Context: an optimization exercise on an open-source flow, tuned for small area, a short achievable clock period and few clock cycles per item. The choices shown serve that exercise and are no tape-out recipe.

## exp/cedar
Design deinterlacer_v2, start of the top module:
module deinterlacer_v2 (
	clock,
	reset,
	dout_data,
	dout_ready,
	dout_valid,
	dout_startofpacket,
	dout_endofpacket,
	din_data,
	din_ready,
	din_valid,
	din_startofpacket,
	din_endofpacket
);
For scale: roughly 1,400 cells after synthesis, roughly 22,000 µm² of cells after synthesis.
Settings: LEC_CHECK=0, ABC_CLOCK_PERIOD_IN_PS=2500, CAP_MARGIN=20, CORE_MARGIN=2, CORE_UTILIZATION=50, SLEW_MARGIN=20; clock period 8.0 ns.
standard.sh (not shown) runs the stock make flow with config.mk's settings and CLKGATE_MAP_FILE= SYNTH_SCRIPT=/design/flow/synth_recipe.tcl, a recipe that flattens the netlist after the stock synthesis.
==> flow/flow/run.sh <==
#!/bin/bash
set -euo pipefail
export SETUP_SLACK_MARGIN=5.25
export BUFFER_PORTS_ARGS="-buffer_cell sky130_fd_sc_hd__buf_2"
export CTS_ARGS="-sink_clustering_enable -repair_clock_nets -dont_use_dummy_load -sink_clustering_size 20 -sink_clustering_max_diameter 60 -sink_buffer_max_cap_derate 0.2 -buf_list {sky130_fd_sc_hd__clkbuf_8 sky130_fd_sc_hd__clkbuf_16}"
R=orfs/results/sky130hd/deinterlacer_v2/base
bash standard.sh synth > synth.log 2>&1
python3 flow/downsize.py "$FLOW_HOME/platforms/sky130hd/lib/sky130_fd_sc_hd__tt_025C_1v80.lib" "$R/1_2_yosys.v" > downsize.log 2>&1
rm -f "$R/1_synth.odb" "$R/1_synth.sdc"
bash standard.sh > standard.log 2>&1
==> flow/flow/downsize.py <==
#!/usr/bin/env python3
"""Swap every combinational cell of the synthesized netlist for the smallest
drive strength of the same cell (same function and pins); the layout's
repair steps then size up what timing needs. Flip-flops are left alone."""
import re, sys
lib, net = sys.argv[1], sys.argv[2]
area = {}
cur = None
for line in open(lib):
    m = re.match(r'\s*cell\s*\(\s*"?(sky130_fd_sc_hd__\w+?)"?\s*\)', line)
    if m:
        cur = m.group(1)
        continue
    m = re.match(r'\s*area\s*:\s*([0-9.]+)', line)
    if m and cur:
        area[cur] = float(m.group(1))
        cur = None
dont = set(sys.argv[3].split()) if len(sys.argv) > 3 else set()
best = {}
for c, a in area.items():
    m = re.match(r'(sky130_fd_sc_hd__\w+)_(\d+)$', c)
    if not m or c in dont:
        continue
    base = m.group(1)
    if base not in best or a < area[best[base]]:
        best[base] = c
seq = re.compile(r'sky130_fd_sc_hd__(df|edf|sdf|dl|clk|conb|tap|fill|decap|lpflow|probe)')
text = open(net).read()
swaps = {}
def sub(m):
    c = m.group(0)
    mm = re.match(r'(sky130_fd_sc_hd__\w+)_(\d+)$', c)
    if not mm or seq.match(c):
        return c
    b = best.get(mm.group(1))
    if b and b != c and area[b] < area[c]:
        swaps[c] = swaps.get(c, 0) + 1
        return b
    return c
text = re.sub(r'\bsky130_fd_sc_hd__\w+\b', sub, text)
open(net, 'w').write(text)
for c, n in sorted(swaps.items()):
    print(c, '->', sub(re.match(r'.*', c)) if False else best[re.match(r'(sky130_fd_sc_hd__\w+)_(\d+)$', c).group(1)], n)
Changes in exp/violet relative to exp/cedar:
-- flow/design.v --
<<< exp/cedar, line 47
logic [DW-1:0]    r0;
logic [16*DW-1:0] s16;
logic [8*DW-1:0]  s8;               
logic [4*DW-1:0]  s4;
logic [2*DW-1:0]  s2;               
logic [DW-1:0]    s1;
wire  [DW-1:0] o16_n = ~(wm1[4] ? s16[16*DW-1 -: DW] : r0);
wire  [DW-1:0] o8    = ~(wm1[3] ? s8[8*DW-1 -: DW]   : o16_n);
wire  [DW-1:0] o4_n  = ~(wm1[2] ? s4[4*DW-1 -: DW]   : o8);
wire  [DW-1:0] o2    = ~(wm1[1] ? s2[2*DW-1 -: DW]   : o4_n);
wire  [DW-1:0] tap_n = ~(wm1[0] ? s1                 : o2);
always_ff @(posedge clock) begin : loop
	r0  <= wsel ? din_data : ~tap_n;
	s16 <= {s16[15*DW-1:0], r0};
	s8  <= {s8[7*DW-1:0], o16_n};
	s4  <= {s4[3*DW-1:0], o8};
	s2  <= {s2[DW-1:0], o4_n};
	s1  <= o2;
end
>>> exp/violet, line 47
logic [DW-1:0]    r0;
logic [16*DW-1:0] s16;
logic [8*DW-1:0]  s8;
logic [4*DW-1:0]  s4;
logic [2*DW-1:0]  s2;
logic [DW-1:0]    s1;
wire  [DW-1:0] o16 = wm1[4] ? s16[16*DW-1 -: DW] : r0;
wire  [DW-1:0] o8  = wm1[3] ? s8[8*DW-1 -: DW]   : o16;
wire  [DW-1:0] o4  = wm1[2] ? s4[4*DW-1 -: DW]   : o8;
wire  [DW-1:0] o2  = wm1[1] ? s2[2*DW-1 -: DW]   : o4;
wire  [DW-1:0] tap = wm1[0] ? s1                 : o2;
always_ff @(posedge clock) begin : loop
	r0  <= wsel ? din_data : tap;
	s16 <= {s16[15*DW-1:0], r0};
	s8  <= {s8[7*DW-1:0], o16};
	s4  <= {s4[3*DW-1:0], o8};
	s2  <= {s2[DW-1:0], o4};
	s1  <= o2;
end
<<< exp/cedar, line 108
wire lastline_n = (write_now && wp_last) ? din_endofpacket : (lastline && !(retire && !ahead));
wire wp_zero   = (wp == 5'd0);
wire mid_w     = !wp_last && !ahead && (!(wp_zero && wfull) || op[4:1] != 4'd0);
wire mid_nw    = !wfull && !wp_zero && (aw_inc == 5'd0) && !ahead;
wire early_n   = wfull && copy1 && op != 5'd0 && k_p1 == wm1 && wm1 != 5'd0 && !lastline && !ahead;
wire src_pix_n = (so == O_VHDR) ||
>>> exp/violet, line 108
wire lastline_n = (write_now && wp_last) ? din_endofpacket : (lastline && !(retire && !ahead));
wire wp_zero   = (wp == 5'd0);
wire ahead_w   = ahead || (wp_zero && wfull);               
wire [4:0] wp_p1 = wp + 5'd1;
wire mid_w     = !wp_last && (!ahead_w || wp_p1 < op);         
wire mid_nw    = !wfull && !wp_zero && (aw_inc == 5'd0) && (!ahead || wp < op);
wire early_n   = wfull && copy1 && op != 5'd0 && k_p1 == wm1 && wm1 != 5'd0 && !lastline && !ahead;
wire src_pix_n = (so == O_VHDR) ||
Results
exp/violet — final design area excluding fillers about 0.6% higher, exp/cedar as reference
When the final numbers for exp/cedar and exp/violet were put side by side, the ratio of final minimum period to clock period turned out to be greater in exp/cedar.
Between exp/violet and exp/cedar, the count of placed standard cells including taps figures differ only marginally.
Against exp/cedar, post-detailed-routing wire length in exp/violet rose by a few percent.
Non-clock buffer count came out higher on exp/violet than on exp/cedar.
Going from exp/cedar to exp/violet, area growth from synthesis to layout has remained practically unchanged; area share of buffers outside the clock network ~0 delta.
Worst setup path startpoint = dout_data[15]$_DFFE_PN_: exp/violet; worst setup path startpoint = dout_data[12]$_DFFE_PN_: exp/cedar
Number of post-CTS setup repair buffers: exp/violet > exp/cedar
No run of this note included a check of the RTL's function; only the layout flow was run.

==> what the ideal ports hide <==
The flow's constraints put no driver on any port. The routed layouts listed below were extracted and timed again, unchanged, in two steps. Step 1 assumes that a clkbuf_16 drives the clock port and a buf_2 every other input. Step 2, shift: input delay + t, output delay - t, t = (earliest + latest rising clock arrival at the registers) / 2. This alone moves slack from input paths to output paths. Slacks: ideal ports / drivers / drivers and shift; pairs: ideal ports / drivers.
run | t (ns) | setup slack, ns | hold WS [ns] | worst setup path at the end
exp/cedar | 0.683 | 5.087 / 5.036 / 4.733 | 0.289 / 0.289 / 0.289 | input to register
exp/violet | 0.670 | 5.110 / 5.061 / 4.604 | 0.281 / 0.281 / 0.281 | input to register
After both steps setup and hold are still met in every run listed. For exp/violet, which loses most, drivers alone change the setup slack by -0.049 ns; drivers and shift together by -0.506 ns.
